From an optimization exercise on the open Yosys and OpenROAD flow, aimed at small area, a short achievable clock period and few clock cycles per item; shortcuts taken in it are not production practice. Function was checked by simulation only, so behaviour that the tests miss may differ from the original.

==> flow/design.v (outline; a module is shown in full before it is edited, if it fits) <==
// module md5: 523 lines
module md5(
      input clk,
      input reset_n,
      input start,
      input [63:0] password,
      output reg done,
      output [127:0] passwd_hash
      );
  // ...
==> flow/flow/run.sh <==
#!/bin/bash
set -euo pipefail
bash standard.sh \
  "BUFFER_PORTS_ARGS=-buffer_cell sky130_fd_sc_hd__buf_1" \
  SETUP_SLACK_MARGIN=6 \
  finish > make_finish.log 2>&1
==> flow/standard.sh <==
#!/bin/bash
# synth_recipe.tcl (not shown) runs the flow's synth.tcl, then flattens the netlist and writes it again
# the make line also repeats each setting of config.mk as NAME=value (left out here)
make -C /OpenROAD-flow-scripts/flow DESIGN_CONFIG=/design/flow/config.mk WORK_HOME=/design/flow/orfs CLKGATE_MAP_FILE= SYNTH_SCRIPT=/design/flow/synth_recipe.tcl "${@:-finish}"
==> flow/config.mk <==
export PLATFORM = sky130hd
export DESIGN_NAME = md5
export DESIGN_NICKNAME = md5
export VERILOG_FILES = /design/flow/design.v
export SDC_FILE = /design/flow/constraint.sdc
export NUM_CORES = 4
export LEC_CHECK = 0
export ABC_AREA = 1
export CAP_MARGIN = 20
export CORE_MARGIN = 2
export CORE_UTILIZATION = 45
export CTS_BUF_LIST = sky130_fd_sc_hd__clkbuf_8
export CTS_CLUSTER_SIZE = 25
export SLEW_MARGIN = 20
==> flow/constraint.sdc <==
create_clock -name core_clock -period 11.0 [get_ports {clk}]
set_input_delay 2.2000 -clock core_clock [delete_from_list [all_inputs] [get_ports {clk}]]
set_output_delay 2.2000 -clock core_clock [all_outputs]
set_load 0.01 [all_outputs]
==> qor.csv, run 1 <==
metric;value;unit
slew_headroom;22.8;%
start_util;45.8;%
final-clk-cell-share;3.84;%
synth_area_leaders;dfxtp_1 (24%), nand2_1 (19%), ha_1 (10%);
cts_sinks;210;
final_cell_mix;nand2_1 (836), inv_1 (425), nor2_1 (306);
crit_buf_inv;6;
synthAdderAreaFrac;15.8;%
path_delay_family;simple AND/OR/NAND/NOR gates;
cts_resized;127;
ys_ff_latch;210;
routed_wirelength;89.1;mm
synth.most_common_cell;nand2_1;
hold_end;d[4];
grt_pass1_vias;20412;
r2r_setup_slack;5720;ps
worstHoldStart;c[4];
rsz0062_at_grt;yes;
cp.required;11470;ps
whs;513;ps
cp_max_fo;4;
cp-startpoint;b[1];
synth_top_area_share;23.7;%
drtIter0Drc;2867;
ant_nets;0;
avgSynthCellArea;6.35;um2
synth-seq-area-share;23.7;%
r2r.worst_path.cells;40;
met3_length;9.65;mm
status;complete, no violations;
Testbench counts, summed over its fixed seeds: cycles 13,056, hashes 192.
==> run 2: changes to the inputs <==
--- a/flow/design.v
+++ b/flow/design.v
@@ -81,182 +81,17 @@
 assign tc[28] = (cnt == 7'd3) | (cnt == 7'd6) | (cnt == 7'd9) | (cnt == 7'd12) | (cnt == 7'd15) | (cnt == 7'd19) | (cnt == 7'd21) | (cnt == 7'd25) | (cnt == 7'd28) | (cnt == 7'd31) | (cnt == 7'd34) | (cnt == 7'd37) | (cnt == 7'd38) | (cnt == 7'd41) | (cnt == 7'd43) | (cnt == 7'd45) | (cnt == 7'd47) | (cnt == 7'd50) | (cnt == 7'd53) | (cnt == 7'd56) | (cnt == 7'd59) | (cnt == 7'd60) | (cnt == 7'd64) | (cnt == 7'd65) | (cnt == 7'd67);
 assign tc[29] = (cnt == 7'd0) | (cnt == 7'd1) | (cnt == 7'd3) | (cnt == 7'd5) | (cnt == 7'd6) | (cnt == 7'd7) | (cnt == 7'd9) | (cnt == 7'd11) | (cnt == 7'd12) | (cnt == 7'd13) | (cnt == 7'd15) | (cnt == 7'd17) | (cnt == 7'd18) | (cnt == 7'd22) | (cnt == 7'd23) | (cnt == 7'd25) | (cnt == 7'd27) | (cnt == 7'd28) | (cnt == 7'd29) | (cnt == 7'd31) | (cnt == 7'd33) | (cnt == 7'd34) | (cnt == 7'd35) | (cnt == 7'd37) | (cnt == 7'd38) | (cnt == 7'd39) | (cnt == 7'd40) | (cnt == 7'd44) | (cnt == 7'd47) | (cnt == 7'd49) | (cnt == 7'd50) | (cnt == 7'd51) | (cnt == 7'd53) | (cnt == 7'd55) | (cnt == 7'd56) | (cnt == 7'd57) | (cnt == 7'd59) | (cnt == 7'd60) | (cnt == 7'd61) | (cnt == 7'd62) | (cnt == 7'd63) | (cnt == 7'd66) | (cnt == 7'd67);
 assign tc[30] = (cnt == 7'd0) | (cnt == 7'd2) | (cnt == 7'd3) | (cnt == 7'd4) | (cnt == 7'd6) | (cnt == 7'd7) | (cnt == 7'd9) | (cnt == 7'd11) | (cnt == 7'd12) | (cnt == 7'd14) | (cnt == 7'd15) | (cnt == 7'd16) | (cnt == 7'd18) | (cnt == 7'd19) | (cnt == 7'd21) | (cnt == 7'd22) | (cnt == 7'd24) | (cnt == 7'd25) | (cnt == 7'd26) | (cnt == 7'd28) | (cnt == 7'd29) | (cnt == 7'd31) | (cnt == 7'd33) | (cnt == 7'd34) | (cnt == 7'd36) | (cnt == 7'd37) | (cnt == 7'd40) | (cnt == 7'd41) | (cnt == 7'd43) | (cnt == 7'd44) | (cnt == 7'd46) | (cnt == 7'd47) | (cnt == 7'd48) | (cnt == 7'd50) | (cnt == 7'd51) | (cnt == 7'd53) | (cnt == 7'd55) | (cnt == 7'd56) | (cnt == 7'd58) | (cnt == 7'd59) | (cnt == 7'd62) | (cnt == 7'd63) | (cnt == 7'd66);
 assign tc[31] = (cnt == 7'd0) | (cnt == 7'd2) | (cnt == 7'd3) | (cnt == 7'd5) | (cnt == 7'd6) | (cnt == 7'd8) | (cnt == 7'd9) | (cnt == 7'd10) | (cnt == 7'd12) | (cnt == 7'd13) | (cnt == 7'd15) | (cnt == 7'd16) | (cnt == 7'd18) | (cnt == 7'd19) | (cnt == 7'd21) | (cnt == 7'd22) | (cnt == 7'd24) | (cnt == 7'd25) | (cnt == 7'd27) | (cnt == 7'd28) | (cnt == 7'd30) | (cnt == 7'd31) | (cnt == 7'd32) | (cnt == 7'd34) | (cnt == 7'd35) | (cnt == 7'd37) | (cnt == 7'd38) | (cnt == 7'd40) | (cnt == 7'd41) | (cnt == 7'd43) | (cnt == 7'd44) | (cnt == 7'd46) | (cnt == 7'd47) | (cnt == 7'd49) | (cnt == 7'd50) | (cnt == 7'd52) | (cnt == 7'd53) | (cnt == 7'd54) | (cnt == 7'd56) | (cnt == 7'd57) | (cnt == 7'd59) | (cnt == 7'd60) | (cnt == 7'd62) | (cnt == 7'd65) | (cnt == 7'd66);
 wire s0 = (cnt == 7'd18) | (cnt == 7'd40) | (cnt == 7'd47) | (cnt == 7'd67);
 wire s1 = (cnt == 7'd0) | (cnt == 7'd15) | (cnt == 7'd35) | (cnt == 7'd54);
 wire [31:0] msg = ({32{s0}} & m0) | ({32{s1}} & m1);
 wire [31:0] dop = {32{~idle}} & d;
-wire [31:0] ps = dop ^ tc ^ msg;
-wire [31:0] pc = (dop & tc) | (dop & msg) | (tc & msg);
-wire [31:0] pc1 = {pc[30:0], 1'b0};
-wire [31:0] p_next_g0 = ps & pc1;
-wire [31:0] p_next_p0 = ps ^ pc1;
-wire p_next_g_0 = p_next_g0[1] | (p_next_p0[1] & p_next_g0[0]);
-wire p_next_p_0 = p_next_p0[1] & p_next_p0[0];
-wire p_next_g_1 = p_next_g0[3] | (p_next_p0[3] & p_next_g0[2]);
-wire p_next_p_1 = p_next_p0[3] & p_next_p0[2];
-wire p_next_g_2 = p_next_g0[5] | (p_next_p0[5] & p_next_g0[4]);
-wire p_next_p_2 = p_next_p0[5] & p_next_p0[4];
-wire p_next_g_3 = p_next_g0[7] | (p_next_p0[7] & p_next_g0[6]);
-wire p_next_p_3 = p_next_p0[7] & p_next_p0[6];
-wire p_next_g_4 = p_next_g0[9] | (p_next_p0[9] & p_next_g0[8]);
-wire p_next_p_4 = p_next_p0[9] & p_next_p0[8];
-wire p_next_g_5 = p_next_g0[11] | (p_next_p0[11] & p_next_g0[10]);
-wire p_next_p_5 = p_next_p0[11] & p_next_p0[10];
-wire p_next_g_6 = p_next_g0[13] | (p_next_p0[13] & p_next_g0[12]);
-wire p_next_p_6 = p_next_p0[13] & p_next_p0[12];
-wire p_next_g_7 = p_next_g0[15] | (p_next_p0[15] & p_next_g0[14]);
-wire p_next_p_7 = p_next_p0[15] & p_next_p0[14];
-wire p_next_g_8 = p_next_g0[17] | (p_next_p0[17] & p_next_g0[16]);
-wire p_next_p_8 = p_next_p0[17] & p_next_p0[16];
-wire p_next_g_9 = p_next_g0[19] | (p_next_p0[19] & p_next_g0[18]);
-wire p_next_p_9 = p_next_p0[19] & p_next_p0[18];
-wire p_next_g_10 = p_next_g0[21] | (p_next_p0[21] & p_next_g0[20]);
-wire p_next_p_10 = p_next_p0[21] & p_next_p0[20];
-wire p_next_g_11 = p_next_g0[23] | (p_next_p0[23] & p_next_g0[22]);
-wire p_next_p_11 = p_next_p0[23] & p_next_p0[22];
-wire p_next_g_12 = p_next_g0[25] | (p_next_p0[25] & p_next_g0[24]);
-wire p_next_p_12 = p_next_p0[25] & p_next_p0[24];
-wire p_next_g_13 = p_next_g0[27] | (p_next_p0[27] & p_next_g0[26]);
-wire p_next_p_13 = p_next_p0[27] & p_next_p0[26];
-wire p_next_g_14 = p_next_g0[29] | (p_next_p0[29] & p_next_g0[28]);
-wire p_next_p_14 = p_next_p0[29] & p_next_p0[28];
-wire p_next_g_15 = p_next_g0[31] | (p_next_p0[31] & p_next_g0[30]);
-wire p_next_p_15 = p_next_p0[31] & p_next_p0[30];
-wire p_next_g_16 = p_next_g0[2] | (p_next_p0[2] & p_next_g_0);
-wire p_next_p_16 = p_next_p0[2] & p_next_p_0;
-wire p_next_g_17 = p_next_g_1 | (p_next_p_1 & p_next_g_0);
-wire p_next_p_17 = p_next_p_1 & p_next_p_0;
-wire p_next_g_18 = p_next_g0[6] | (p_next_p0[6] & p_next_g_2);
-wire p_next_p_18 = p_next_p0[6] & p_next_p_2;
-wire p_next_g_19 = p_next_g_3 | (p_next_p_3 & p_next_g_2);
-wire p_next_p_19 = p_next_p_3 & p_next_p_2;
-wire p_next_g_20 = p_next_g0[10] | (p_next_p0[10] & p_next_g_4);
-wire p_next_p_20 = p_next_p0[10] & p_next_p_4;
-wire p_next_g_21 = p_next_g_5 | (p_next_p_5 & p_next_g_4);
-wire p_next_p_21 = p_next_p_5 & p_next_p_4;
-wire p_next_g_22 = p_next_g0[14] | (p_next_p0[14] & p_next_g_6);
-wire p_next_p_22 = p_next_p0[14] & p_next_p_6;
-wire p_next_g_23 = p_next_g_7 | (p_next_p_7 & p_next_g_6);
-wire p_next_p_23 = p_next_p_7 & p_next_p_6;
-wire p_next_g_24 = p_next_g0[18] | (p_next_p0[18] & p_next_g_8);
-wire p_next_p_24 = p_next_p0[18] & p_next_p_8;
-wire p_next_g_25 = p_next_g_9 | (p_next_p_9 & p_next_g_8);
-wire p_next_p_25 = p_next_p_9 & p_next_p_8;
-wire p_next_g_26 = p_next_g0[22] | (p_next_p0[22] & p_next_g_10);
-wire p_next_p_26 = p_next_p0[22] & p_next_p_10;
-wire p_next_g_27 = p_next_g_11 | (p_next_p_11 & p_next_g_10);
-wire p_next_p_27 = p_next_p_11 & p_next_p_10;
-wire p_next_g_28 = p_next_g0[26] | (p_next_p0[26] & p_next_g_12);
-wire p_next_p_28 = p_next_p0[26] & p_next_p_12;
-wire p_next_g_29 = p_next_g_13 | (p_next_p_13 & p_next_g_12);
-wire p_next_p_29 = p_next_p_13 & p_next_p_12;
-wire p_next_g_30 = p_next_g0[30] | (p_next_p0[30] & p_next_g_14);
-wire p_next_p_30 = p_next_p0[30] & p_next_p_14;
-wire p_next_g_31 = p_next_g_15 | (p_next_p_15 & p_next_g_14);
-wire p_next_p_31 = p_next_p_15 & p_next_p_14;
-wire p_next_g_32 = p_next_g0[4] | (p_next_p0[4] & p_next_g_17);
-wire p_next_p_32 = p_next_p0[4] & p_next_p_17;
-wire p_next_g_33 = p_next_g_2 | (p_next_p_2 & p_next_g_17);
-wire p_next_p_33 = p_next_p_2 & p_next_p_17;
-wire p_next_g_34 = p_next_g_18 | (p_next_p_18 & p_next_g_17);
-wire p_next_p_34 = p_next_p_18 & p_next_p_17;
-wire p_next_g_35 = p_next_g_19 | (p_next_p_19 & p_next_g_17);
-wire p_next_p_35 = p_next_p_19 & p_next_p_17;
-wire p_next_g_36 = p_next_g0[12] | (p_next_p0[12] & p_next_g_21);
-wire p_next_p_36 = p_next_p0[12] & p_next_p_21;
-wire p_next_g_37 = p_next_g_6 | (p_next_p_6 & p_next_g_21);
-wire p_next_p_37 = p_next_p_6 & p_next_p_21;
-wire p_next_g_38 = p_next_g_22 | (p_next_p_22 & p_next_g_21);
-wire p_next_p_38 = p_next_p_22 & p_next_p_21;
-wire p_next_g_39 = p_next_g_23 | (p_next_p_23 & p_next_g_21);
-wire p_next_p_39 = p_next_p_23 & p_next_p_21;
-wire p_next_g_40 = p_next_g0[20] | (p_next_p0[20] & p_next_g_25);
-wire p_next_p_40 = p_next_p0[20] & p_next_p_25;
-wire p_next_g_41 = p_next_g_10 | (p_next_p_10 & p_next_g_25);
-wire p_next_p_41 = p_next_p_10 & p_next_p_25;
-wire p_next_g_42 = p_next_g_26 | (p_next_p_26 & p_next_g_25);
-wire p_next_p_42 = p_next_p_26 & p_next_p_25;
-wire p_next_g_43 = p_next_g_27 | (p_next_p_27 & p_next_g_25);
-wire p_next_p_43 = p_next_p_27 & p_next_p_25;
-wire p_next_g_44 = p_next_g0[28] | (p_next_p0[28] & p_next_g_29);
-wire p_next_p_44 = p_next_p0[28] & p_next_p_29;
-wire p_next_g_45 = p_next_g_14 | (p_next_p_14 & p_next_g_29);
-wire p_next_p_45 = p_next_p_14 & p_next_p_29;
-wire p_next_g_46 = p_next_g_30 | (p_next_p_30 & p_next_g_29);
-wire p_next_p_46 = p_next_p_30 & p_next_p_29;
-wire p_next_g_47 = p_next_g_31 | (p_next_p_31 & p_next_g_29);
-wire p_next_p_47 = p_next_p_31 & p_next_p_29;
-wire p_next_g_48 = p_next_g0[8] | (p_next_p0[8] & p_next_g_35);
-wire p_next_p_48 = p_next_p0[8] & p_next_p_35;
-wire p_next_g_49 = p_next_g_4 | (p_next_p_4 & p_next_g_35);
-wire p_next_p_49 = p_next_p_4 & p_next_p_35;
-wire p_next_g_50 = p_next_g_20 | (p_next_p_20 & p_next_g_35);
-wire p_next_p_50 = p_next_p_20 & p_next_p_35;
-wire p_next_g_51 = p_next_g_21 | (p_next_p_21 & p_next_g_35);
-wire p_next_p_51 = p_next_p_21 & p_next_p_35;
-wire p_next_g_52 = p_next_g_36 | (p_next_p_36 & p_next_g_35);
-wire p_next_p_52 = p_next_p_36 & p_next_p_35;
-wire p_next_g_53 = p_next_g_37 | (p_next_p_37 & p_next_g_35);
-wire p_next_p_53 = p_next_p_37 & p_next_p_35;
-wire p_next_g_54 = p_next_g_38 | (p_next_p_38 & p_next_g_35);
-wire p_next_p_54 = p_next_p_38 & p_next_p_35;
-wire p_next_g_55 = p_next_g_39 | (p_next_p_39 & p_next_g_35);
-wire p_next_p_55 = p_next_p_39 & p_next_p_35;
-wire p_next_g_56 = p_next_g0[24] | (p_next_p0[24] & p_next_g_43);
-wire p_next_p_56 = p_next_p0[24] & p_next_p_43;
-wire p_next_g_57 = p_next_g_12 | (p_next_p_12 & p_next_g_43);
-wire p_next_p_57 = p_next_p_12 & p_next_p_43;
-wire p_next_g_58 = p_next_g_28 | (p_next_p_28 & p_next_g_43);
-wire p_next_p_58 = p_next_p_28 & p_next_p_43;
-wire p_next_g_59 = p_next_g_29 | (p_next_p_29 & p_next_g_43);
-wire p_next_p_59 = p_next_p_29 & p_next_p_43;
-wire p_next_g_60 = p_next_g_44 | (p_next_p_44 & p_next_g_43);
-wire p_next_p_60 = p_next_p_44 & p_next_p_43;
-wire p_next_g_61 = p_next_g_45 | (p_next_p_45 & p_next_g_43);
-wire p_next_p_61 = p_next_p_45 & p_next_p_43;
-wire p_next_g_62 = p_next_g_46 | (p_next_p_46 & p_next_g_43);
-wire p_next_p_62 = p_next_p_46 & p_next_p_43;
-wire p_next_g_63 = p_next_g_47 | (p_next_p_47 & p_next_g_43);
-wire p_next_p_63 = p_next_p_47 & p_next_p_43;
-wire p_next_g_64 = p_next_g0[16] | (p_next_p0[16] & p_next_g_55);
-wire p_next_p_64 = p_next_p0[16] & p_next_p_55;
-wire p_next_g_65 = p_next_g_8 | (p_next_p_8 & p_next_g_55);
-wire p_next_p_65 = p_next_p_8 & p_next_p_55;
-wire p_next_g_66 = p_next_g_24 | (p_next_p_24 & p_next_g_55);
-wire p_next_p_66 = p_next_p_24 & p_next_p_55;
-wire p_next_g_67 = p_next_g_25 | (p_next_p_25 & p_next_g_55);
-wire p_next_p_67 = p_next_p_25 & p_next_p_55;
-wire p_next_g_68 = p_next_g_40 | (p_next_p_40 & p_next_g_55);
-wire p_next_p_68 = p_next_p_40 & p_next_p_55;
-wire p_next_g_69 = p_next_g_41 | (p_next_p_41 & p_next_g_55);
-wire p_next_p_69 = p_next_p_41 & p_next_p_55;
-wire p_next_g_70 = p_next_g_42 | (p_next_p_42 & p_next_g_55);
-wire p_next_p_70 = p_next_p_42 & p_next_p_55;
-wire p_next_g_71 = p_next_g_43 | (p_next_p_43 & p_next_g_55);
-wire p_next_p_71 = p_next_p_43 & p_next_p_55;
-wire p_next_g_72 = p_next_g_56 | (p_next_p_56 & p_next_g_55);
-wire p_next_p_72 = p_next_p_56 & p_next_p_55;
-wire p_next_g_73 = p_next_g_57 | (p_next_p_57 & p_next_g_55);
-wire p_next_p_73 = p_next_p_57 & p_next_p_55;
-wire p_next_g_74 = p_next_g_58 | (p_next_p_58 & p_next_g_55);
-wire p_next_p_74 = p_next_p_58 & p_next_p_55;
-wire p_next_g_75 = p_next_g_59 | (p_next_p_59 & p_next_g_55);
-wire p_next_p_75 = p_next_p_59 & p_next_p_55;
-wire p_next_g_76 = p_next_g_60 | (p_next_p_60 & p_next_g_55);
-wire p_next_p_76 = p_next_p_60 & p_next_p_55;
-wire p_next_g_77 = p_next_g_61 | (p_next_p_61 & p_next_g_55);
-wire p_next_p_77 = p_next_p_61 & p_next_p_55;
-wire p_next_g_78 = p_next_g_62 | (p_next_p_62 & p_next_g_55);
-wire p_next_p_78 = p_next_p_62 & p_next_p_55;
-wire p_next_g_79 = p_next_g_63 | (p_next_p_63 & p_next_g_55);
-wire p_next_p_79 = p_next_p_63 & p_next_p_55;
-wire [31:0] p_next = p_next_p0 ^ {p_next_g_78, p_next_g_77, p_next_g_76, p_next_g_75, p_next_g_74, p_next_g_73, p_next_g_72, p_next_g_71, p_next_g_70, p_next_g_69, p_next_g_68, p_next_g_67, p_next_g_66, p_next_g_65, p_next_g_64, p_next_g_55, p_next_g_54, p_next_g_53, p_next_g_52, p_next_g_51, p_next_g_50, p_next_g_49, p_next_g_48, p_next_g_35, p_next_g_34, p_next_g_33, p_next_g_32, p_next_g_17, p_next_g_16, p_next_g_0, p_next_g0[0], 1'b0};
+wire [31:0] p_next = dop + tc + msg;
 wire [31:0] cn = idle ? 32'h98badcfe : b;
 wire [31:0] dn = idle ? 32'h10325476 : c;
 wire [3:0] rn = cnt_n[6] ? 4'b0000 : (4'b0001 << cnt_n[5:4]);
 reg [31:0] x1, x0;
 always @(posedge clk) begin
   x1 <= ({32{rn[0]}} & cn) | ({32{rn[1]}} & (cn | dn)) | ({32{rn[2]}} & ~(cn ^ dn)) | ({32{rn[3]}} & ~cn);
   x0 <= ({32{rn[0]}} & dn) | ({32{rn[1]}} & (cn & ~dn)) | ({32{rn[2]}} & (cn ^ dn)) | ({32{rn[3]}} & ~(cn ^ dn));
 end
@@ -381,129 +216,273 @@
                  ({32{xsel[2]}} & {t[29:0], t[31:30]}) | ({32{xsel[3]}} & {t[28:0], t[31:29]});
 wire [31:0] rot = ({32{psel[0]}} & {t1[27:0], t1[31:28]}) | ({32{psel[1]}} & {t1[22:0], t1[31:23]}) |
                   ({32{psel[2]}} & {t1[17:0], t1[31:18]}) | ({32{psel[3]}} & {t1[11:0], t1[31:12]});
 wire [31:0] bop = {32{~fin}} & b;
 wire [31:0] sum_g0 = bop & rot;
 wire [31:0] sum_p0 = bop ^ rot;
 wire sum_g_0 = sum_g0[1] | (sum_p0[1] & sum_g0[0]);
 wire sum_p_0 = sum_p0[1] & sum_p0[0];
-wire sum_g_1 = sum_g0[3] | (sum_p0[3] & sum_g0[2]);
-wire sum_p_1 = sum_p0[3] & sum_p0[2];
-wire sum_g_2 = sum_g0[5] | (sum_p0[5] & sum_g0[4]);
-wire sum_p_2 = sum_p0[5] & sum_p0[4];
-wire sum_g_3 = sum_g0[7] | (sum_p0[7] & sum_g0[6]);
-wire sum_p_3 = sum_p0[7] & sum_p0[6];
-wire sum_g_4 = sum_g0[9] | (sum_p0[9] & sum_g0[8]);
-wire sum_p_4 = sum_p0[9] & sum_p0[8];
-wire sum_g_5 = sum_g0[11] | (sum_p0[11] & sum_g0[10]);
-wire sum_p_5 = sum_p0[11] & sum_p0[10];
-wire sum_g_6 = sum_g0[13] | (sum_p0[13] & sum_g0[12]);
-wire sum_p_6 = sum_p0[13] & sum_p0[12];
-wire sum_g_7 = sum_g0[15] | (sum_p0[15] & sum_g0[14]);
-wire sum_p_7 = sum_p0[15] & sum_p0[14];
-wire sum_g_8 = sum_g0[17] | (sum_p0[17] & sum_g0[16]);
-wire sum_p_8 = sum_p0[17] & sum_p0[16];
-wire sum_g_9 = sum_g0[19] | (sum_p0[19] & sum_g0[18]);
-wire sum_p_9 = sum_p0[19] & sum_p0[18];
-wire sum_g_10 = sum_g0[21] | (sum_p0[21] & sum_g0[20]);
-wire sum_p_10 = sum_p0[21] & sum_p0[20];
-wire sum_g_11 = sum_g0[23] | (sum_p0[23] & sum_g0[22]);
-wire sum_p_11 = sum_p0[23] & sum_p0[22];
-wire sum_g_12 = sum_g0[25] | (sum_p0[25] & sum_g0[24]);
-wire sum_p_12 = sum_p0[25] & sum_p0[24];
-wire sum_g_13 = sum_g0[27] | (sum_p0[27] & sum_g0[26]);
-wire sum_p_13 = sum_p0[27] & sum_p0[26];
-wire sum_g_14 = sum_g0[29] | (sum_p0[29] & sum_g0[28]);
-wire sum_p_14 = sum_p0[29] & sum_p0[28];
-wire sum_g_15 = sum_g0[31] | (sum_p0[31] & sum_g0[30]);
-wire sum_p_15 = sum_p0[31] & sum_p0[30];
-wire sum_g_16 = sum_g_1 | (sum_p_1 & sum_g_0);
-wire sum_p_16 = sum_p_1 & sum_p_0;
-wire sum_g_17 = sum_g_3 | (sum_p_3 & sum_g_2);
-wire sum_p_17 = sum_p_3 & sum_p_2;
-wire sum_g_18 = sum_g_5 | (sum_p_5 & sum_g_4);
-wire sum_p_18 = sum_p_5 & sum_p_4;
-wire sum_g_19 = sum_g_7 | (sum_p_7 & sum_g_6);
-wire sum_p_19 = sum_p_7 & sum_p_6;
-wire sum_g_20 = sum_g_9 | (sum_p_9 & sum_g_8);
-wire sum_p_20 = sum_p_9 & sum_p_8;
-wire sum_g_21 = sum_g_11 | (sum_p_11 & sum_g_10);
-wire sum_p_21 = sum_p_11 & sum_p_10;
-wire sum_g_22 = sum_g_13 | (sum_p_13 & sum_g_12);
-wire sum_p_22 = sum_p_13 & sum_p_12;
-wire sum_g_23 = sum_g_15 | (sum_p_15 & sum_g_14);
-wire sum_p_23 = sum_p_15 & sum_p_14;
-wire sum_g_24 = sum_g_17 | (sum_p_17 & sum_g_16);
-wire sum_p_24 = sum_p_17 & sum_p_16;
-wire sum_g_25 = sum_g_19 | (sum_p_19 & sum_g_18);
-wire sum_p_25 = sum_p_19 & sum_p_18;
-wire sum_g_26 = sum_g_21 | (sum_p_21 & sum_g_20);
-wire sum_p_26 = sum_p_21 & sum_p_20;
-wire sum_g_27 = sum_g_23 | (sum_p_23 & sum_g_22);
-wire sum_p_27 = sum_p_23 & sum_p_22;
-wire sum_g_28 = sum_g_25 | (sum_p_25 & sum_g_24);
-wire sum_p_28 = sum_p_25 & sum_p_24;
-wire sum_g_29 = sum_g_27 | (sum_p_27 & sum_g_26);
-wire sum_p_29 = sum_p_27 & sum_p_26;
-wire sum_g_30 = sum_g_29 | (sum_p_29 & sum_g_28);
-wire sum_p_30 = sum_p_29 & sum_p_28;
-wire sum_g_31 = sum_g_26 | (sum_p_26 & sum_g_28);
-wire sum_p_31 = sum_p_26 & sum_p_28;
-wire sum_g_32 = sum_g_18 | (sum_p_18 & sum_g_24);
-wire sum_p_32 = sum_p_18 & sum_p_24;
-wire sum_g_33 = sum_g_20 | (sum_p_20 & sum_g_28);
-wire sum_p_33 = sum_p_20 & sum_p_28;
-wire sum_g_34 = sum_g_22 | (sum_p_22 & sum_g_31);
-wire sum_p_34 = sum_p_22 & sum_p_31;
-wire sum_g_35 = sum_g_2 | (sum_p_2 & sum_g_16);
-wire sum_p_35 = sum_p_2 & sum_p_16;
-wire sum_g_36 = sum_g_4 | (sum_p_4 & sum_g_24);
-wire sum_p_36 = sum_p_4 & sum_p_24;
-wire sum_g_37 = sum_g_6 | (sum_p_6 & sum_g_32);
-wire sum_p_37 = sum_p_6 & sum_p_32;
-wire sum_g_38 = sum_g_8 | (sum_p_8 & sum_g_28);
-wire sum_p_38 = sum_p_8 & sum_p_28;
-wire sum_g_39 = sum_g_10 | (sum_p_10 & sum_g_33);
-wire sum_p_39 = sum_p_10 & sum_p_33;
-wire sum_g_40 = sum_g_12 | (sum_p_12 & sum_g_31);
-wire sum_p_40 = sum_p_12 & sum_p_31;
-wire sum_g_41 = sum_g_14 | (sum_p_14 & sum_g_34);
-wire sum_p_41 = sum_p_14 & sum_p_34;
-wire sum_g_42 = sum_g0[2] | (sum_p0[2] & sum_g_0);
-wire sum_p_42 = sum_p0[2] & sum_p_0;
-wire sum_g_43 = sum_g0[4] | (sum_p0[4] & sum_g_16);
-wire sum_p_43 = sum_p0[4] & sum_p_16;
-wire sum_g_44 = sum_g0[6] | (sum_p0[6] & sum_g_35);
-wire sum_p_44 = sum_p0[6] & sum_p_35;
-wire sum_g_45 = sum_g0[8] | (sum_p0[8] & sum_g_24);
-wire sum_p_45 = sum_p0[8] & sum_p_24;
-wire sum_g_46 = sum_g0[10] | (sum_p0[10] & sum_g_36);
-wire sum_p_46 = sum_p0[10] & sum_p_36;
-wire sum_g_47 = sum_g0[12] | (sum_p0[12] & sum_g_32);
-wire sum_p_47 = sum_p0[12] & sum_p_32;
-wire sum_g_48 = sum_g0[14] | (sum_p0[14] & sum_g_37);
-wire sum_p_48 = sum_p0[14] & sum_p_37;
-wire sum_g_49 = sum_g0[16] | (sum_p0[16] & sum_g_28);
-wire sum_p_49 = sum_p0[16] & sum_p_28;
-wire sum_g_50 = sum_g0[18] | (sum_p0[18] & sum_g_38);
-wire sum_p_50 = sum_p0[18] & sum_p_38;
-wire sum_g_51 = sum_g0[20] | (sum_p0[20] & sum_g_33);
-wire sum_p_51 = sum_p0[20] & sum_p_33;
-wire sum_g_52 = sum_g0[22] | (sum_p0[22] & sum_g_39);
-wire sum_p_52 = sum_p0[22] & sum_p_39;
-wire sum_g_53 = sum_g0[24] | (sum_p0[24] & sum_g_31);
-wire sum_p_53 = sum_p0[24] & sum_p_31;
-wire sum_g_54 = sum_g0[26] | (sum_p0[26] & sum_g_40);
-wire sum_p_54 = sum_p0[26] & sum_p_40;
-wire sum_g_55 = sum_g0[28] | (sum_p0[28] & sum_g_34);
-wire sum_p_55 = sum_p0[28] & sum_p_34;
-wire sum_g_56 = sum_g0[30] | (sum_p0[30] & sum_g_41);
-wire sum_p_56 = sum_p0[30] & sum_p_41;
-wire [31:0] sum = sum_p0 ^ {sum_g_56, sum_g_41, sum_g_55, sum_g_34, sum_g_54, sum_g_40, sum_g_53, sum_g_31, sum_g_52, sum_g_39, sum_g_51, sum_g_33, sum_g_50, sum_g_38, sum_g_49, sum_g_28, sum_g_48, sum_g_37, sum_g_47, sum_g_32, sum_g_46, sum_g_36, sum_g_45, sum_g_24, sum_g_44, sum_g_35, sum_g_43, sum_g_16, sum_g_42, sum_g_0, sum_g0[0], 1'b0};
+wire sum_g_1 = sum_g0[2] | (sum_p0[2] & sum_g0[1]);
+wire sum_p_1 = sum_p0[2] & sum_p0[1];
+wire sum_g_2 = sum_g0[3] | (sum_p0[3] & sum_g0[2]);
+wire sum_p_2 = sum_p0[3] & sum_p0[2];
+wire sum_g_3 = sum_g0[4] | (sum_p0[4] & sum_g0[3]);
+wire sum_p_3 = sum_p0[4] & sum_p0[3];
+wire sum_g_4 = sum_g0[5] | (sum_p0[5] & sum_g0[4]);
+wire sum_p_4 = sum_p0[5] & sum_p0[4];
+wire sum_g_5 = sum_g0[6] | (sum_p0[6] & sum_g0[5]);
+wire sum_p_5 = sum_p0[6] & sum_p0[5];
+wire sum_g_6 = sum_g0[7] | (sum_p0[7] & sum_g0[6]);
+wire sum_p_6 = sum_p0[7] & sum_p0[6];
+wire sum_g_7 = sum_g0[8] | (sum_p0[8] & sum_g0[7]);
+wire sum_p_7 = sum_p0[8] & sum_p0[7];
+wire sum_g_8 = sum_g0[9] | (sum_p0[9] & sum_g0[8]);
+wire sum_p_8 = sum_p0[9] & sum_p0[8];
+wire sum_g_9 = sum_g0[10] | (sum_p0[10] & sum_g0[9]);
+wire sum_p_9 = sum_p0[10] & sum_p0[9];
+wire sum_g_10 = sum_g0[11] | (sum_p0[11] & sum_g0[10]);
+wire sum_p_10 = sum_p0[11] & sum_p0[10];
+wire sum_g_11 = sum_g0[12] | (sum_p0[12] & sum_g0[11]);
+wire sum_p_11 = sum_p0[12] & sum_p0[11];
+wire sum_g_12 = sum_g0[13] | (sum_p0[13] & sum_g0[12]);
+wire sum_p_12 = sum_p0[13] & sum_p0[12];
+wire sum_g_13 = sum_g0[14] | (sum_p0[14] & sum_g0[13]);
+wire sum_p_13 = sum_p0[14] & sum_p0[13];
+wire sum_g_14 = sum_g0[15] | (sum_p0[15] & sum_g0[14]);
+wire sum_p_14 = sum_p0[15] & sum_p0[14];
+wire sum_g_15 = sum_g0[16] | (sum_p0[16] & sum_g0[15]);
+wire sum_p_15 = sum_p0[16] & sum_p0[15];
+wire sum_g_16 = sum_g0[17] | (sum_p0[17] & sum_g0[16]);
+wire sum_p_16 = sum_p0[17] & sum_p0[16];
+wire sum_g_17 = sum_g0[18] | (sum_p0[18] & sum_g0[17]);
+wire sum_p_17 = sum_p0[18] & sum_p0[17];
+wire sum_g_18 = sum_g0[19] | (sum_p0[19] & sum_g0[18]);
+wire sum_p_18 = sum_p0[19] & sum_p0[18];
+wire sum_g_19 = sum_g0[20] | (sum_p0[20] & sum_g0[19]);
+wire sum_p_19 = sum_p0[20] & sum_p0[19];
+wire sum_g_20 = sum_g0[21] | (sum_p0[21] & sum_g0[20]);
+wire sum_p_20 = sum_p0[21] & sum_p0[20];
+wire sum_g_21 = sum_g0[22] | (sum_p0[22] & sum_g0[21]);
+wire sum_p_21 = sum_p0[22] & sum_p0[21];
+wire sum_g_22 = sum_g0[23] | (sum_p0[23] & sum_g0[22]);
+wire sum_p_22 = sum_p0[23] & sum_p0[22];
+wire sum_g_23 = sum_g0[24] | (sum_p0[24] & sum_g0[23]);
+wire sum_p_23 = sum_p0[24] & sum_p0[23];
+wire sum_g_24 = sum_g0[25] | (sum_p0[25] & sum_g0[24]);
+wire sum_p_24 = sum_p0[25] & sum_p0[24];
+wire sum_g_25 = sum_g0[26] | (sum_p0[26] & sum_g0[25]);
+wire sum_p_25 = sum_p0[26] & sum_p0[25];
+wire sum_g_26 = sum_g0[27] | (sum_p0[27] & sum_g0[26]);
+wire sum_p_26 = sum_p0[27] & sum_p0[26];
+wire sum_g_27 = sum_g0[28] | (sum_p0[28] & sum_g0[27]);
+wire sum_p_27 = sum_p0[28] & sum_p0[27];
+wire sum_g_28 = sum_g0[29] | (sum_p0[29] & sum_g0[28]);
+wire sum_p_28 = sum_p0[29] & sum_p0[28];
+wire sum_g_29 = sum_g0[30] | (sum_p0[30] & sum_g0[29]);
+wire sum_p_29 = sum_p0[30] & sum_p0[29];
+wire sum_g_30 = sum_g0[31] | (sum_p0[31] & sum_g0[30]);
+wire sum_p_30 = sum_p0[31] & sum_p0[30];
+wire sum_g_31 = sum_g_1 | (sum_p_1 & sum_g0[0]);
+wire sum_p_31 = sum_p_1 & sum_p0[0];
+wire sum_g_32 = sum_g_2 | (sum_p_2 & sum_g_0);
+wire sum_p_32 = sum_p_2 & sum_p_0;
+wire sum_g_33 = sum_g_3 | (sum_p_3 & sum_g_1);
+wire sum_p_33 = sum_p_3 & sum_p_1;
+wire sum_g_34 = sum_g_4 | (sum_p_4 & sum_g_2);
+wire sum_p_34 = sum_p_4 & sum_p_2;
+wire sum_g_35 = sum_g_5 | (sum_p_5 & sum_g_3);
+wire sum_p_35 = sum_p_5 & sum_p_3;
+wire sum_g_36 = sum_g_6 | (sum_p_6 & sum_g_4);
+wire sum_p_36 = sum_p_6 & sum_p_4;
+wire sum_g_37 = sum_g_7 | (sum_p_7 & sum_g_5);
+wire sum_p_37 = sum_p_7 & sum_p_5;
+wire sum_g_38 = sum_g_8 | (sum_p_8 & sum_g_6);
+wire sum_p_38 = sum_p_8 & sum_p_6;
+wire sum_g_39 = sum_g_9 | (sum_p_9 & sum_g_7);
+wire sum_p_39 = sum_p_9 & sum_p_7;
+wire sum_g_40 = sum_g_10 | (sum_p_10 & sum_g_8);
+wire sum_p_40 = sum_p_10 & sum_p_8;
+wire sum_g_41 = sum_g_11 | (sum_p_11 & sum_g_9);
+wire sum_p_41 = sum_p_11 & sum_p_9;
+wire sum_g_42 = sum_g_12 | (sum_p_12 & sum_g_10);
+wire sum_p_42 = sum_p_12 & sum_p_10;
+wire sum_g_43 = sum_g_13 | (sum_p_13 & sum_g_11);
+wire sum_p_43 = sum_p_13 & sum_p_11;
+wire sum_g_44 = sum_g_14 | (sum_p_14 & sum_g_12);
+wire sum_p_44 = sum_p_14 & sum_p_12;
+wire sum_g_45 = sum_g_15 | (sum_p_15 & sum_g_13);
+wire sum_p_45 = sum_p_15 & sum_p_13;
+wire sum_g_46 = sum_g_16 | (sum_p_16 & sum_g_14);
+wire sum_p_46 = sum_p_16 & sum_p_14;
+wire sum_g_47 = sum_g_17 | (sum_p_17 & sum_g_15);
+wire sum_p_47 = sum_p_17 & sum_p_15;
+wire sum_g_48 = sum_g_18 | (sum_p_18 & sum_g_16);
+wire sum_p_48 = sum_p_18 & sum_p_16;
+wire sum_g_49 = sum_g_19 | (sum_p_19 & sum_g_17);
+wire sum_p_49 = sum_p_19 & sum_p_17;
+wire sum_g_50 = sum_g_20 | (sum_p_20 & sum_g_18);
+wire sum_p_50 = sum_p_20 & sum_p_18;
+wire sum_g_51 = sum_g_21 | (sum_p_21 & sum_g_19);
+wire sum_p_51 = sum_p_21 & sum_p_19;
+wire sum_g_52 = sum_g_22 | (sum_p_22 & sum_g_20);
+wire sum_p_52 = sum_p_22 & sum_p_20;
+wire sum_g_53 = sum_g_23 | (sum_p_23 & sum_g_21);
+wire sum_p_53 = sum_p_23 & sum_p_21;
+wire sum_g_54 = sum_g_24 | (sum_p_24 & sum_g_22);
+wire sum_p_54 = sum_p_24 & sum_p_22;
+wire sum_g_55 = sum_g_25 | (sum_p_25 & sum_g_23);
+wire sum_p_55 = sum_p_25 & sum_p_23;
+wire sum_g_56 = sum_g_26 | (sum_p_26 & sum_g_24);
+wire sum_p_56 = sum_p_26 & sum_p_24;
+wire sum_g_57 = sum_g_27 | (sum_p_27 & sum_g_25);
+wire sum_p_57 = sum_p_27 & sum_p_25;
+wire sum_g_58 = sum_g_28 | (sum_p_28 & sum_g_26);
+wire sum_p_58 = sum_p_28 & sum_p_26;
+wire sum_g_59 = sum_g_29 | (sum_p_29 & sum_g_27);
+wire sum_p_59 = sum_p_29 & sum_p_27;
+wire sum_g_60 = sum_g_30 | (sum_p_30 & sum_g_28);
+wire sum_p_60 = sum_p_30 & sum_p_28;
+wire sum_g_61 = sum_g_33 | (sum_p_33 & sum_g0[0]);
+wire sum_p_61 = sum_p_33 & sum_p0[0];
+wire sum_g_62 = sum_g_34 | (sum_p_34 & sum_g_0);
+wire sum_p_62 = sum_p_34 & sum_p_0;
+wire sum_g_63 = sum_g_35 | (sum_p_35 & sum_g_31);
+wire sum_p_63 = sum_p_35 & sum_p_31;
+wire sum_g_64 = sum_g_36 | (sum_p_36 & sum_g_32);
+wire sum_p_64 = sum_p_36 & sum_p_32;
+wire sum_g_65 = sum_g_37 | (sum_p_37 & sum_g_33);
+wire sum_p_65 = sum_p_37 & sum_p_33;
+wire sum_g_66 = sum_g_38 | (sum_p_38 & sum_g_34);
+wire sum_p_66 = sum_p_38 & sum_p_34;
+wire sum_g_67 = sum_g_39 | (sum_p_39 & sum_g_35);
+wire sum_p_67 = sum_p_39 & sum_p_35;
+wire sum_g_68 = sum_g_40 | (sum_p_40 & sum_g_36);
+wire sum_p_68 = sum_p_40 & sum_p_36;
+wire sum_g_69 = sum_g_41 | (sum_p_41 & sum_g_37);
+wire sum_p_69 = sum_p_41 & sum_p_37;
+wire sum_g_70 = sum_g_42 | (sum_p_42 & sum_g_38);
+wire sum_p_70 = sum_p_42 & sum_p_38;
+wire sum_g_71 = sum_g_43 | (sum_p_43 & sum_g_39);
+wire sum_p_71 = sum_p_43 & sum_p_39;
+wire sum_g_72 = sum_g_44 | (sum_p_44 & sum_g_40);
+wire sum_p_72 = sum_p_44 & sum_p_40;
+wire sum_g_73 = sum_g_45 | (sum_p_45 & sum_g_41);
+wire sum_p_73 = sum_p_45 & sum_p_41;
+wire sum_g_74 = sum_g_46 | (sum_p_46 & sum_g_42);
+wire sum_p_74 = sum_p_46 & sum_p_42;
+wire sum_g_75 = sum_g_47 | (sum_p_47 & sum_g_43);
+wire sum_p_75 = sum_p_47 & sum_p_43;
+wire sum_g_76 = sum_g_48 | (sum_p_48 & sum_g_44);
+wire sum_p_76 = sum_p_48 & sum_p_44;
+wire sum_g_77 = sum_g_49 | (sum_p_49 & sum_g_45);
+wire sum_p_77 = sum_p_49 & sum_p_45;
+wire sum_g_78 = sum_g_50 | (sum_p_50 & sum_g_46);
+wire sum_p_78 = sum_p_50 & sum_p_46;
+wire sum_g_79 = sum_g_51 | (sum_p_51 & sum_g_47);
+wire sum_p_79 = sum_p_51 & sum_p_47;
+wire sum_g_80 = sum_g_52 | (sum_p_52 & sum_g_48);
+wire sum_p_80 = sum_p_52 & sum_p_48;
+wire sum_g_81 = sum_g_53 | (sum_p_53 & sum_g_49);
+wire sum_p_81 = sum_p_53 & sum_p_49;
+wire sum_g_82 = sum_g_54 | (sum_p_54 & sum_g_50);
+wire sum_p_82 = sum_p_54 & sum_p_50;
+wire sum_g_83 = sum_g_55 | (sum_p_55 & sum_g_51);
+wire sum_p_83 = sum_p_55 & sum_p_51;
+wire sum_g_84 = sum_g_56 | (sum_p_56 & sum_g_52);
+wire sum_p_84 = sum_p_56 & sum_p_52;
+wire sum_g_85 = sum_g_57 | (sum_p_57 & sum_g_53);
+wire sum_p_85 = sum_p_57 & sum_p_53;
+wire sum_g_86 = sum_g_58 | (sum_p_58 & sum_g_54);
+wire sum_p_86 = sum_p_58 & sum_p_54;
+wire sum_g_87 = sum_g_59 | (sum_p_59 & sum_g_55);
+wire sum_p_87 = sum_p_59 & sum_p_55;
+wire sum_g_88 = sum_g_60 | (sum_p_60 & sum_g_56);
+wire sum_p_88 = sum_p_60 & sum_p_56;
+wire sum_g_89 = sum_g_65 | (sum_p_65 & sum_g0[0]);
+wire sum_p_89 = sum_p_65 & sum_p0[0];
+wire sum_g_90 = sum_g_66 | (sum_p_66 & sum_g_0);
+wire sum_p_90 = sum_p_66 & sum_p_0;
+wire sum_g_91 = sum_g_67 | (sum_p_67 & sum_g_31);
+wire sum_p_91 = sum_p_67 & sum_p_31;
+wire sum_g_92 = sum_g_68 | (sum_p_68 & sum_g_32);
+wire sum_p_92 = sum_p_68 & sum_p_32;
+wire sum_g_93 = sum_g_69 | (sum_p_69 & sum_g_61);
+wire sum_p_93 = sum_p_69 & sum_p_61;
+wire sum_g_94 = sum_g_70 | (sum_p_70 & sum_g_62);
+wire sum_p_94 = sum_p_70 & sum_p_62;
+wire sum_g_95 = sum_g_71 | (sum_p_71 & sum_g_63);
+wire sum_p_95 = sum_p_71 & sum_p_63;
+wire sum_g_96 = sum_g_72 | (sum_p_72 & sum_g_64);
+wire sum_p_96 = sum_p_72 & sum_p_64;
+wire sum_g_97 = sum_g_73 | (sum_p_73 & sum_g_65);
+wire sum_p_97 = sum_p_73 & sum_p_65;
+wire sum_g_98 = sum_g_74 | (sum_p_74 & sum_g_66);
+wire sum_p_98 = sum_p_74 & sum_p_66;
+wire sum_g_99 = sum_g_75 | (sum_p_75 & sum_g_67);
+wire sum_p_99 = sum_p_75 & sum_p_67;
+wire sum_g_100 = sum_g_76 | (sum_p_76 & sum_g_68);
+wire sum_p_100 = sum_p_76 & sum_p_68;
+wire sum_g_101 = sum_g_77 | (sum_p_77 & sum_g_69);
+wire sum_p_101 = sum_p_77 & sum_p_69;
+wire sum_g_102 = sum_g_78 | (sum_p_78 & sum_g_70);
+wire sum_p_102 = sum_p_78 & sum_p_70;
+wire sum_g_103 = sum_g_79 | (sum_p_79 & sum_g_71);
+wire sum_p_103 = sum_p_79 & sum_p_71;
+wire sum_g_104 = sum_g_80 | (sum_p_80 & sum_g_72);
+wire sum_p_104 = sum_p_80 & sum_p_72;
+wire sum_g_105 = sum_g_81 | (sum_p_81 & sum_g_73);
+wire sum_p_105 = sum_p_81 & sum_p_73;
+wire sum_g_106 = sum_g_82 | (sum_p_82 & sum_g_74);
+wire sum_p_106 = sum_p_82 & sum_p_74;
+wire sum_g_107 = sum_g_83 | (sum_p_83 & sum_g_75);
+wire sum_p_107 = sum_p_83 & sum_p_75;
+wire sum_g_108 = sum_g_84 | (sum_p_84 & sum_g_76);
+wire sum_p_108 = sum_p_84 & sum_p_76;
+wire sum_g_109 = sum_g_85 | (sum_p_85 & sum_g_77);
+wire sum_p_109 = sum_p_85 & sum_p_77;
+wire sum_g_110 = sum_g_86 | (sum_p_86 & sum_g_78);
+wire sum_p_110 = sum_p_86 & sum_p_78;
+wire sum_g_111 = sum_g_87 | (sum_p_87 & sum_g_79);
+wire sum_p_111 = sum_p_87 & sum_p_79;
+wire sum_g_112 = sum_g_88 | (sum_p_88 & sum_g_80);
+wire sum_p_112 = sum_p_88 & sum_p_80;
+wire sum_g_113 = sum_g_97 | (sum_p_97 & sum_g0[0]);
+wire sum_p_113 = sum_p_97 & sum_p0[0];
+wire sum_g_114 = sum_g_98 | (sum_p_98 & sum_g_0);
+wire sum_p_114 = sum_p_98 & sum_p_0;
+wire sum_g_115 = sum_g_99 | (sum_p_99 & sum_g_31);
+wire sum_p_115 = sum_p_99 & sum_p_31;
+wire sum_g_116 = sum_g_100 | (sum_p_100 & sum_g_32);
+wire sum_p_116 = sum_p_100 & sum_p_32;
+wire sum_g_117 = sum_g_101 | (sum_p_101 & sum_g_61);
+wire sum_p_117 = sum_p_101 & sum_p_61;
+wire sum_g_118 = sum_g_102 | (sum_p_102 & sum_g_62);
+wire sum_p_118 = sum_p_102 & sum_p_62;
+wire sum_g_119 = sum_g_103 | (sum_p_103 & sum_g_63);
+wire sum_p_119 = sum_p_103 & sum_p_63;
+wire sum_g_120 = sum_g_104 | (sum_p_104 & sum_g_64);
+wire sum_p_120 = sum_p_104 & sum_p_64;
+wire sum_g_121 = sum_g_105 | (sum_p_105 & sum_g_89);
+wire sum_p_121 = sum_p_105 & sum_p_89;
+wire sum_g_122 = sum_g_106 | (sum_p_106 & sum_g_90);
+wire sum_p_122 = sum_p_106 & sum_p_90;
+wire sum_g_123 = sum_g_107 | (sum_p_107 & sum_g_91);
+wire sum_p_123 = sum_p_107 & sum_p_91;
+wire sum_g_124 = sum_g_108 | (sum_p_108 & sum_g_92);
+wire sum_p_124 = sum_p_108 & sum_p_92;
+wire sum_g_125 = sum_g_109 | (sum_p_109 & sum_g_93);
+wire sum_p_125 = sum_p_109 & sum_p_93;
+wire sum_g_126 = sum_g_110 | (sum_p_110 & sum_g_94);
+wire sum_p_126 = sum_p_110 & sum_p_94;
+wire sum_g_127 = sum_g_111 | (sum_p_111 & sum_g_95);
+wire sum_p_127 = sum_p_111 & sum_p_95;
+wire sum_g_128 = sum_g_112 | (sum_p_112 & sum_g_96);
+wire sum_p_128 = sum_p_112 & sum_p_96;
+wire [31:0] sum = sum_p0 ^ {sum_g_127, sum_g_126, sum_g_125, sum_g_124, sum_g_123, sum_g_122, sum_g_121, sum_g_120, sum_g_119, sum_g_118, sum_g_117, sum_g_116, sum_g_115, sum_g_114, sum_g_113, sum_g_96, sum_g_95, sum_g_94, sum_g_93, sum_g_92, sum_g_91, sum_g_90, sum_g_89, sum_g_64, sum_g_63, sum_g_62, sum_g_61, sum_g_32, sum_g_31, sum_g_0, sum_g0[0], 1'b0};
 always @(posedge clk) begin
   p <= p_next;
   if (idle) begin
     b <= 32'hefcdab89;
     c <= 32'h98badcfe;
     d <= 32'h10325476;
   end else begin
     b <= sum;
==> flow/config.mk (replaced) <==
export PLATFORM = sky130hd
export DESIGN_NAME = md5
export DESIGN_NICKNAME = md5
export VERILOG_FILES = /design/flow/design.v
export SDC_FILE = /design/flow/constraint.sdc
export NUM_CORES = 4
export LEC_CHECK = 0
export ABC_AREA = 1
export CAP_MARGIN = 20
export CORE_MARGIN = 2
export CORE_UTILIZATION = 45
export SLEW_MARGIN = 20
==> run 2 against run 1 <==
Compared with the run above: register-to-register slack improved by 230 ps; global-route usage is 1.4 points higher; final area up 4.6%; via count up 11%; synthesized cell count rose by 9.3%; clock skew fell by 14 ps; critical path depth down 3; sequential share of layout area is 0.85 points lower; non-clock buffer count shrank 19; flip-flop and latch count unchanged; die area up 5.5%.
==> qor.csv, run 2 <==
metric;value;unit;change
synth_nets;3298;;
clk_latency;580;ps;
cts_sinks;210;;unchanged
cp.required;11460;ps;about the same
via_per_inst;6.25;;
place_area;19900;um2;
fin_setup_tns;0;ps;
avgSynthCellArea;6.14;um2;-3.4%
final_cell_mix;nand2_1 (898), inv_1 (434), nor2_1 (333);;
grt_max_degree;65;;
timing.rr.end;b[21];;
synth_area_leaders;dfxtp_1 (22%), nand2_1 (19%), ha_1 (9.7%);;
antenna_found_initial;4;;
num_vias;23713;;
critPathMaxStageDelay;400;ps;
start_util;45.8;%;about the same
grt_overflow_total;0;;
path_delay_family;simple AND/OR/NAND/NOR gates;;
async_reset_ff_share;0;%;
synth.most_common_cell;nand2_1;;
netlist_area;18700;um2;
ys_types;50;;
whs;507;ps;-5.27 ps
slowest_stage;dfxtp_4;;
netlist_top_cells_count;nand2_1 (944), inv_1 (448), nor2_1 (370), dfxtp_1 (210), nand3_1 (155);;
r2r.worst_path.cells;37;;-7.5%
finClkSkew;38.5;ps;
slew_headroom;21.8;%;-0.99 points
clockRootBuffer;clkbuf_16;;
stdcell_area;22200;um2;
hold_depth;2;;
cts_tree;built;;
synth_edf_count;0;;
drive_above_1_share;10.6;%;
period_minus_slack;5060;ps;
die_area;43300;um2;
ant_nets;0;;unchanged
final_net_count;3486;;
synth-seq-area-share;22.4;%;-1.3 points
clock.fmax;198;MHz;
core-area;40900;um2;
synth_cells;3053;;
ioPinCount;196;;
cts_max_level;1;;
cts-hold-fix-buffers;0;;
setup_viol_count_final;0;;
cts_buffer_depth;3;;
drc;0;;
wire_per_inst;26.6;um;
die_h;208;um;
dp_hpwl;79.0;mm;
worstPathArrival;5520;ps;
routed_wirelength;101;mm;+13%
grt_pass1_vias;22189;;+8.7%
status;complete, no violations;;
rows;74;;
hold_end;d[2];;
portBuffers;195;;
cp_max_fo;4;;unchanged
hold_class;flip-flop to flip-flop;;
drt_first_pass_iters;9;;
fin_crit_sh;46.0;%;
drtIter0Drc;3602;;+26%
maxCapViolations;0;;
synth_area_leader_cell;dfxtp_1;;
crit_buf_inv;2;;-4
insertedDiodeCount;0;;
grt.total_usage;43.9;%;
gp_congestion;1.12;;
r2r_setup_slack;5940;ps;+230 ps
critical_path_class;flip-flop to flip-flop;;
grt_pass1_wl;142;mm;
finalHoldViolations;0;;
synthToLayoutAreaGrowth;18.5;%;
mostFrequentLayoutCell;nand2_1;;
ys_ff_latch;210;;unchanged
synth_top_area_share;22.4;%;-1.3 points
numCtsBuffers;26;;
rsz0062_at_grt;yes;;
maxSlewViolCount;0;;
start_kind;flip-flop;;
worst-slew-pin-transition;1170;ps;
rr_startpoint;b[1];;
ys.warnings.count;1;;
die_width;208;um;
synthFlopType;dfxtp_1;;
clk_pin_slew;70;ps;
end_kind;flip-flop;;
worstHoldStart;c[2];;
run 2: cell types whose count changed in the layout (fill, tap and decap cells not counted), sizes merged, moves of 15 or more:
cell	previous run	this run
a21oi	60	100
a22o	30	0
buf	258	239
clkbuf	44	29
fa	51	33
inv	442	457
nand2	886	946
nand3	128	156
nor2	363	378
o21ai	38	108
run 2: area by class of cell:
| cell class | instances | area (um2) |
|---|---|---|
| Clock buffer | 29 | 672 |
| Inverter | 456 | 1720 |
| Sequential cell | 210 | 4240 |
| Multi-Input combinational cell | 2308 | 13600 |
| Fill cell | 3884 | 18700 |
| Clock inverter | 19 | 234 |
| Timing Repair Buffer | 239 | 1070 |
| Tap cell | 532 | 666 |
run 2: logic make-up after synthesis:
family,share of synthesized area [%]
AO/OA/AOI/OAI,12.5
XOR/XNOR,1.82
adder cells (fa/ha/maj),13.2
buffers and inverters,11.0
flip-flops,22.4
AND/OR/NAND/NOR,39.0
run 2: worst min-delay path, delay by kind of cell (launching register included):
| family | cells | cell delay [ps] |
|---|---|---|
| DFF | 1 | 330 |
| buffers and inverters | 1 | 80 |
| and+or+nand+nor | 1 | 70 |
run 2: how the worst max path moves through the flow:
stage	from	to	slack [ps]	cells after the start
floorplan	password[59]	p[20]	6410	14
global placement	cnt[2]	p[18]	4930	20
detailed placement	b[1]	b[27]	5140	37
CTS	cnt[0]	p[31]	6000	22
global route	b[1]	b[25]	5780	37
finish	b[1]	b[21]	5940	37
run 2: stage by stage:
stage                     utilization (%)  instances  setup WS, ps
after floorplan                         -       3053          6410
after global placement               48.6       3715          4930
after detailed placement             48.6       3715          5140
after CTS                            52.1       3772          6000
after global routing                 54.2       3793          5780
final                                54.2       3793          5940
run 2: timing repair:
action	4_1_cts	5_1_grt
setup endpoints to repair	52	45
pin swaps	17	61
buffers inserted	9	21
resized for setup	104	205
run 2: layer usage:
metal	vias up	part of all wire [%]	global-route usage [%]
met4	4	8.3	27.8
met3	493	13	12.0
met1	11089	36	53.0
li1	10323	-	-
met5	-	0.031	0
met2	1804	43	68.9
Testbench counts of run 2, summed over its fixed seeds: cycles 13,056, hashes 192.

## separate check: timing with driven ports
In the flow no input, the clock included, has a driving cell. The finished layouts below were timed again as built, in two steps.
Step 1, drivers: a clkbuf_16 drives clk and a buf_2 each remaining input, both assumed.
Step 2 adds t to the input delays and takes it off the output delays; t is the mean of the earliest and latest rising clock arrival at the registers after step 1. Input paths then give back, and output paths get back, about the clock's delay inside the block.
Slacks: ideal / step 1 / step 2; pairs: ideal / step 1.
run | t (ns) | setup slack, ns | clock arrival spread, ns | worst slew at a driven data input, ns
run 1 | 0.645 | 5.718 / 5.718 / 5.718 | 0.052 / 0.053 | 0.04
run 2 | 0.619 | 5.944 / 5.944 / 5.642 | 0.040 / 0.039 | 0.06
After both steps setup and hold are still met in every run listed. The setup slack of run 2, which loses most, moves by 0.000 ns with the drivers and by -0.302 ns with both steps.
